Context: an optimization exercise on an open-source flow, tuned for small area. The choices shown serve that exercise and are no tape-out recipe.
Only simulation tests tie the RTL to the original design; equivalence was not proved.
No activity file was given, so power comes from the tool's default toggle rates.

// PICO_MAIN
module PICO_MAIN(
input clock,
input reset,
input SW1,SW2,SW3,SW4,SW5,SW6,SW7, SW0,
input compA, compB, btnC, btnR, JB1, JB2, JB3, JB7, JB8, JB9,
	output enableA,enableB,
    output JA1,JA2,JA3,JA4,
    output a, b, c, d, e, f, g, dp,
    output [3:0] an,
    output LED0,LED1,LED2,LED3,LED4,LED5,LED6,LED7,LED9,LED12,LED13,aim_servo,fire_servo
    );
Size in the first run: about 1100 cells after synthesis, ~170 flip-flops.
export LEC_CHECK = 0
export CAP_MARGIN = 20
export CORE_MARGIN = 2
export CORE_UTILIZATION = 40
export SLEW_MARGIN = 20
create_clock -name core_clock -period 10.0 [get_ports {clock}]
standard.sh (not shown) runs the stock make flow with config.mk's settings and CLKGATE_MAP_FILE= SYNTH_SCRIPT=/design/flow/synth_recipe.tcl, a recipe that flattens the netlist after the stock synthesis.
==> flow/flow/run.sh <==
#!/bin/bash
export BUFFER_PORTS_ARGS="-buffer_cell sky130_fd_sc_hd__buf_1"
export CTS_ARGS="-sink_clustering_enable -repair_clock_nets -dont_use_dummy_load -buf_list sky130_fd_sc_hd__clkbuf_8 -sink_clustering_size 30 -sink_clustering_max_diameter 100"
bash standard.sh > standard.log 2>&1
Change:
==> flow/flow/run.sh (replaced) <==
#!/bin/bash
# The standard layout (standard.sh), with three changes:
#  - synthesis maps the logic with an area-oriented ABC script (flow/abc_area.script)
#    instead of ORFS's delay-oriented one; everything else in synthesis, including the
#    -nofsm -noshare wrapper, the flattening and the renaming, is synth_recipe.tcl's;
#  - port buffers are the smallest buffer cell;
#  - the clock tree uses clkbuf_8 sink clusters and no dummy loads.
set -euo pipefail
HERE=$(pwd)
sed 's#^  log_cmd abc {\*}$abc_args$#  set abc_args [lreplace $abc_args 1 1 '"$HERE"'/flow/abc_area.script]\n  log_cmd abc {*}$abc_args#' \
    "$FLOW_HOME/scripts/synth.tcl" > "$HERE/synth_area.tcl"
grep -q 'abc_area.script' "$HERE/synth_area.tcl"
sed 's#source $::env(SCRIPTS_DIR)/synth.tcl#source '"$HERE"'/synth_area.tcl#' synth_recipe.tcl > "$HERE/my_synth.tcl"
grep -q 'synth_area.tcl' "$HERE/my_synth.tcl"
sed 's#SYNTH_SCRIPT=[^ ]*#SYNTH_SCRIPT='"$HERE"'/my_synth.tcl#' standard.sh > "$HERE/my_standard.sh"
grep -q 'my_synth.tcl' "$HERE/my_standard.sh"
export BUFFER_PORTS_ARGS="-buffer_cell sky130_fd_sc_hd__buf_1"
export CTS_ARGS="-sink_clustering_enable -repair_clock_nets -dont_use_dummy_load -buf_list sky130_fd_sc_hd__clkbuf_8 -sink_clustering_size 30 -sink_clustering_max_diameter 100"
bash "$HERE/my_standard.sh" > standard.log 2>&1
==> flow/flow/abc_area.script (new file) <==
&get -n
&deepsyn -T 60 -S 7
&put
strash
dch -f
amap
topo
Result: The new run went through all stages and came out clean. Hold slack is worse by 0.047 ns. Non-clock buffer count fell by 2. Fmax fell slightly. Die area fell by roughly a tenth. Wire length fell by a little under a tenth. Utilization rose by 0.92 points. Area after synthesis fell by roughly a tenth.

* * *

== willow ==
Another version of the RTL of PICO_MAIN (not shown whole).
For scale: roughly 170 flip-flops.
==> flow/config.mk <==
export PLATFORM = sky130hd
export DESIGN_NAME = PICO_MAIN
export DESIGN_NICKNAME = PICO_MAIN
export VERILOG_FILES = /design/flow/design.v
export SDC_FILE = /design/flow/constraint.sdc
export NUM_CORES = 4
export LEC_CHECK = 0
export CAP_MARGIN = 20
export CORE_MARGIN = 2
export CORE_UTILIZATION = 40
export SLEW_MARGIN = 20
==> flow/constraint.sdc <==
create_clock -name core_clock -period 10.0 [get_ports {clock}]
set_input_delay 2.0000 -clock core_clock [delete_from_list [all_inputs] [get_ports {clock}]]
set_output_delay 2.0000 -clock core_clock [all_outputs]
set_load 0.01 [all_outputs]
==> flow/flow/run.sh <==
#!/bin/bash
export BUFFER_PORTS_ARGS="-buffer_cell sky130_fd_sc_hd__buf_1"
export CTS_ARGS="-sink_clustering_enable -repair_clock_nets -dont_use_dummy_load -buf_list sky130_fd_sc_hd__clkbuf_8 -sink_clustering_size 30 -sink_clustering_max_diameter 100"
bash standard.sh > standard.log 2>&1
The flow did not stop early for willow: all stages ran, and the layout cleared the timing, design-rule and antenna checks.
> inputs changed (willow -> cedar)
==> flow/run.sh (new file) <==
#!/bin/bash
# synth_recipe.tcl (not shown) runs the flow's synth.tcl, then flattens the netlist and writes it again
# the make line also repeats each setting of config.mk as NAME=value (left out here)
make -C /OpenROAD-flow-scripts/flow DESIGN_CONFIG=/design/flow/config.mk WORK_HOME=/design/flow/orfs CLKGATE_MAP_FILE= SYNTH_SCRIPT=/design/flow/synth_recipe.tcl finish
removed: flow/flow/run.sh
removed: flow/standard.sh
--- outcome ---
- willow → cedar: post-cts gate resize count level, fraction of area in clock buffers and inverters moved up.
- In cedar relative to willow, overall power of the completed layout had gone up by more than 10%.
- willow has lower clock-buffer cell count than cedar.
- cedar gives less average via count per standard cell than willow did.
Setup changes, cedar to lagoon
==> flow/flow/run.sh (new file) <==
#!/bin/bash
bash standard.sh > standard.log 2>&1
==> flow/standard.sh (new file) <==
#!/bin/bash
# synth_recipe.tcl (not shown) runs the flow's synth.tcl, then flattens the netlist and writes it again
# the make line also repeats each setting of config.mk as NAME=value (left out here)
make -C /OpenROAD-flow-scripts/flow DESIGN_CONFIG=/design/flow/config.mk WORK_HOME=/design/flow/orfs CLKGATE_MAP_FILE= SYNTH_SCRIPT=/design/flow/synth_recipe.tcl "${@:-finish}"
removed: flow/run.sh
==> results.txt <==
Comparing lagoon with cedar, the routed wire length came out essentially unchanged.
From cedar to lagoon the numbers moved as follows: gate count after technology mapping closely matched the old numbers, final hold slack closely matched the old numbers, total power closely matched the old numbers, met3 layer usage reported by global route closely matched the old numbers.
First-pass GRT wire length: lagoon vs cedar identical
As far as layout sequential cell count goes, cedar and lagoon are indistinguishable; the numbers are identical.

-- separate check: timing with driven ports --
The flow's constraints put no driver on any port. The routed layouts listed below were extracted and timed again, unchanged, in two steps. Step 1, drivers: a clkbuf_16 drives clock and a buf_2 each remaining input, both assumed. Step 2, shift: input delay + t, output delay - t, t = (earliest + latest rising clock arrival at the registers) / 2. This alone moves slack from input paths to output paths. a / b / c = ideal ports / drivers / drivers and shift; a / b = the first two.
run | t, ns | setup slack, ns | worst setup path at the end | worst register clock-pin slew, ns | cell pins on the clock port's net
the first run of note 1 | 0.469 | 5.447 / 5.421 / 5.421 | input to output | 0.10 / 0.10 | 1
the second run of note 1 | 0.476 | 5.418 / 5.376 / 5.105 | input to register | 0.09 / 0.09 | 1
willow | 0.485 | 4.961 / 4.921 / 5.406 | register to output | 0.11 / 0.11 | 1
cedar | 0.466 | 4.626 / 4.583 / 4.676 | input to output | 0.07 / 0.07 | 1
lagoon | 0.466 | 4.626 / 4.583 / 4.676 | input to output | 0.07 / 0.07 | 1
After both steps setup and hold are still met in every run listed. The setup slack of the second run of note 1, which loses most, moves by -0.042 ns with the drivers and by -0.313 ns with both steps.
